Background: an optimization exercise with open tools, aiming at small area. Do not read the settings as production practice.
Only simulation tests tie the RTL to the original design; equivalence was not proved.
Power figures rest on the tool's default switching activity, not on a simulated workload.

## top
module top(
    input clk,
    input rst,
    input [3:0] sw,
    input [3:0] btn,
    output led,
    output wire uart_tx_out
    );
Size: ~580 cells after synthesis, roughly 12 I/O pins, roughly 0.0052 mm2 of cells after synthesis.
==> flow/config.mk <==
export PLATFORM = sky130hd
export DESIGN_NAME = top
export DESIGN_NICKNAME = top
export VERILOG_FILES = /design/flow/design.v
export SDC_FILE = /design/flow/constraint.sdc
export NUM_CORES = 4
export LEC_CHECK = 0
export CAP_MARGIN = 20
export CORE_MARGIN = 2
export CORE_UTILIZATION = 45
export PLACE_DENSITY = 0.6
export SLEW_MARGIN = 20
==> flow/constraint.sdc <==
create_clock -name core_clock -period 10.0 [get_ports {clk}]
set_input_delay 2.0000 -clock core_clock [delete_from_list [all_inputs] [get_ports {clk}]]
set_output_delay 2.0000 -clock core_clock [all_outputs]
set_load 0.01 [all_outputs]
standard.sh (not shown) runs the stock make flow with config.mk's settings and CLKGATE_MAP_FILE= SYNTH_SCRIPT=/design/flow/synth_recipe.tcl, a recipe that flattens the netlist after the stock synthesis.
==> flow/flow/run.sh <==
#!/bin/bash
# Own layout flow: the standard synthesis, then its combinational logic
# re-mapped for area (registers untouched: same cells, same names), then the
# standard ORFS flow from floorplan on, with CTS told not to add dummy loads.
# Each tool's output goes to a log file of its own in this folder.
set -euo pipefail
W=$PWD
F=$W/flow
R=$W/orfs/results/$FLOW_PLATFORM/top/base
LIB=$FLOW_HOME/platforms/$FLOW_PLATFORM/lib/sky130_fd_sc_hd__tt_025C_1v80.lib

# 1. standard synthesis
bash standard.sh synth > $W/log_1_synth.txt 2>&1
cp $R/1_2_yosys.v $W/std_1_2_yosys.v

# 2. re-map the combinational cells
yosys -q -l $W/log_2_models.txt -p "read_liberty -ignore_miss_func $LIB; write_verilog -noattr $W/models_all.v"
python3 $F/comb_models.py $W/models_all.v $W/models_comb.v > $W/log_2_models_py.txt 2>&1
sed "s#@LIB@#$LIB#g; s#@MODELS@#$W/models_comb.v#g; s#@IN@#$W/std_1_2_yosys.v#g; s#@OUT@#$W/reopt.v#g; s#@ABC@#$F/area.abc#g" \
    $F/reopt.ys > $W/reopt_run.ys
yosys -l $W/log_2_reopt.txt -s $W/reopt_run.ys > /dev/null 2>&1
python3 $F/check_regs.py $W/std_1_2_yosys.v $W/reopt.v > $W/log_2_check_regs.txt 2>&1
cp $W/reopt.v $R/1_2_yosys.v
rm -f $R/1_synth.odb $R/1_synth.sdc

# 3. the rest of the standard flow, with the CTS and port-buffer settings of knobs.sh
CTS_ARGS="-sink_clustering_enable -repair_clock_nets -dont_use_dummy_load -buf_list sky130_fd_sc_hd__clkbuf_8"
BUFFER_PORTS_ARGS=""
source $F/knobs.sh
bash standard.sh "CTS_ARGS=$CTS_ARGS" "BUFFER_PORTS_ARGS=$BUFFER_PORTS_ARGS" finish > $W/log_3_finish.txt 2>&1
==> flow/flow/knobs.sh <==
# Settings for run.sh step 3.
CTS_ARGS="-sink_clustering_enable -repair_clock_nets -dont_use_dummy_load -buf_list sky130_fd_sc_hd__clkbuf_8 -sink_clustering_size 30 -sink_clustering_max_diameter 100"
BUFFER_PORTS_ARGS="-buffer_cell sky130_fd_sc_hd__buf_1"
Other scripts of this flow, unchanged in this note and not shown: flow/flow/area.abc, flow/flow/check_regs.py, flow/flow/comb_models.py, flow/flow/reopt.ys
The baseline went through all stages and came out clean.
Change:
--- a/flow/flow/run.sh
+++ b/flow/flow/run.sh
@@ -24,7 +24,5 @@
 rm -f $R/1_synth.odb $R/1_synth.sdc
 
-# 3. the rest of the standard flow, with the CTS and port-buffer settings of knobs.sh
-CTS_ARGS="-sink_clustering_enable -repair_clock_nets -dont_use_dummy_load -buf_list sky130_fd_sc_hd__clkbuf_8"
-BUFFER_PORTS_ARGS=""
-source $F/knobs.sh
-bash standard.sh "CTS_ARGS=$CTS_ARGS" "BUFFER_PORTS_ARGS=$BUFFER_PORTS_ARGS" finish > $W/log_3_finish.txt 2>&1
+# 3. the rest of the standard flow
+bash standard.sh "CTS_ARGS=${CTS_ARGS_OWN:--sink_clustering_enable -repair_clock_nets -dont_use_dummy_load -buf_list {sky130_fd_sc_hd__clkbuf_4 sky130_fd_sc_hd__clkbuf_8}}" finish \
+    > $W/log_3_finish.txt 2>&1
removed: flow/flow/knobs.sh
After rerunning: Synthesized area does not change; total power increases by 0.90%; clock power stays flat; flip-flop and latch count does not change; combinational power came out higher by 9.5%; critical path depth does not change.
Change:
--- a/flow/flow/run.sh
+++ b/flow/flow/run.sh
@@ -24,5 +24,7 @@
 rm -f $R/1_synth.odb $R/1_synth.sdc
 
-# 3. the rest of the standard flow
-bash standard.sh "CTS_ARGS=${CTS_ARGS_OWN:--sink_clustering_enable -repair_clock_nets -dont_use_dummy_load -buf_list {sky130_fd_sc_hd__clkbuf_4 sky130_fd_sc_hd__clkbuf_8}}" finish \
-    > $W/log_3_finish.txt 2>&1
+# 3. the rest of the standard flow, with the CTS and port-buffer settings of knobs.sh
+CTS_ARGS="-sink_clustering_enable -repair_clock_nets -dont_use_dummy_load -buf_list sky130_fd_sc_hd__clkbuf_8"
+BUFFER_PORTS_ARGS=""
+source $F/knobs.sh
+bash standard.sh "CTS_ARGS=$CTS_ARGS" "BUFFER_PORTS_ARGS=$BUFFER_PORTS_ARGS" finish > $W/log_3_finish.txt 2>&1
==> flow/flow/knobs.sh (new file) <==
# Settings for run.sh step 3.
CTS_ARGS="-sink_clustering_enable -repair_clock_nets -dont_use_dummy_load -buf_list sky130_fd_sc_hd__clkbuf_16 -sink_clustering_size 50 -sink_clustering_max_diameter 150"
BUFFER_PORTS_ARGS="-buffer_cell sky130_fd_sc_hd__buf_2"
=>
- wire length climbs by 1.6%
- die area stays the same
- non-clock buffer count does not change
- power rose by 16%
- hold slack is better by 0.0082 ns
Change:
--- a/flow/flow/run.sh
+++ b/flow/flow/run.sh
@@ -24,7 +24,5 @@
 rm -f $R/1_synth.odb $R/1_synth.sdc
 
-# 3. the rest of the standard flow, with the CTS and port-buffer settings of knobs.sh
-CTS_ARGS="-sink_clustering_enable -repair_clock_nets -dont_use_dummy_load -buf_list sky130_fd_sc_hd__clkbuf_8"
-BUFFER_PORTS_ARGS=""
-source $F/knobs.sh
-bash standard.sh "CTS_ARGS=$CTS_ARGS" "BUFFER_PORTS_ARGS=$BUFFER_PORTS_ARGS" finish > $W/log_3_finish.txt 2>&1
+# 3. the rest of the standard flow
+bash standard.sh "CTS_ARGS=${CTS_ARGS_OWN:--sink_clustering_enable -repair_clock_nets -dont_use_dummy_load -buf_list sky130_fd_sc_hd__clkbuf_8}" finish \
+    > $W/log_3_finish.txt 2>&1
removed: flow/flow/knobs.sh
The changed run ran to the end with no violations.
Global-route usage is lower by 0.52 points.
Die area stays the same.
Cell area is lower by a few percent.
Count of clock-buffer cells in the layout does not change.
Wire length drops slightly.
Worst setup slack loses 0.042 ns.
Via count went up slightly.
Hold slack gets worse by 0.0082 ns.
Sequential share of layout area is higher by 1.1 points.

==> re-timing with driven ports <==
No port has a modelled driver above. Below, the same layouts with a new extraction and two added sets of constraints.
Step 1 sets driving cells, clkbuf_16 on the clock port and buf_2 on the other inputs (assumed; they add their load-dependent delay and slew).
Step 2 moves the port delays by t, midway between the first and last clock arrival at a register: inputs arrive t later, outputs are due t later. That takes back most of the time a late clock gives input paths.
Three values: ideal ports, drivers, drivers and shift; two values: the first two.
run | t, ns | setup WS [ns] | clock arrival spread, ns | slew at the worst register clock pin (ns)
the first run | 0.465 | 5.724 / 5.724 / 5.724 | 0.019 / 0.019 | 0.07 / 0.07
the second run | 0.447 | 5.644 / 5.644 / 5.644 | 0.030 / 0.030 | 0.08 / 0.08
the third run | 0.443 | 5.686 / 5.686 / 5.686 | 0.015 / 0.014 | 0.06 / 0.06
the fourth run | 0.447 | 5.644 / 5.644 / 5.644 | 0.030 / 0.030 | 0.08 / 0.08
After both steps every run listed still meets setup and hold.
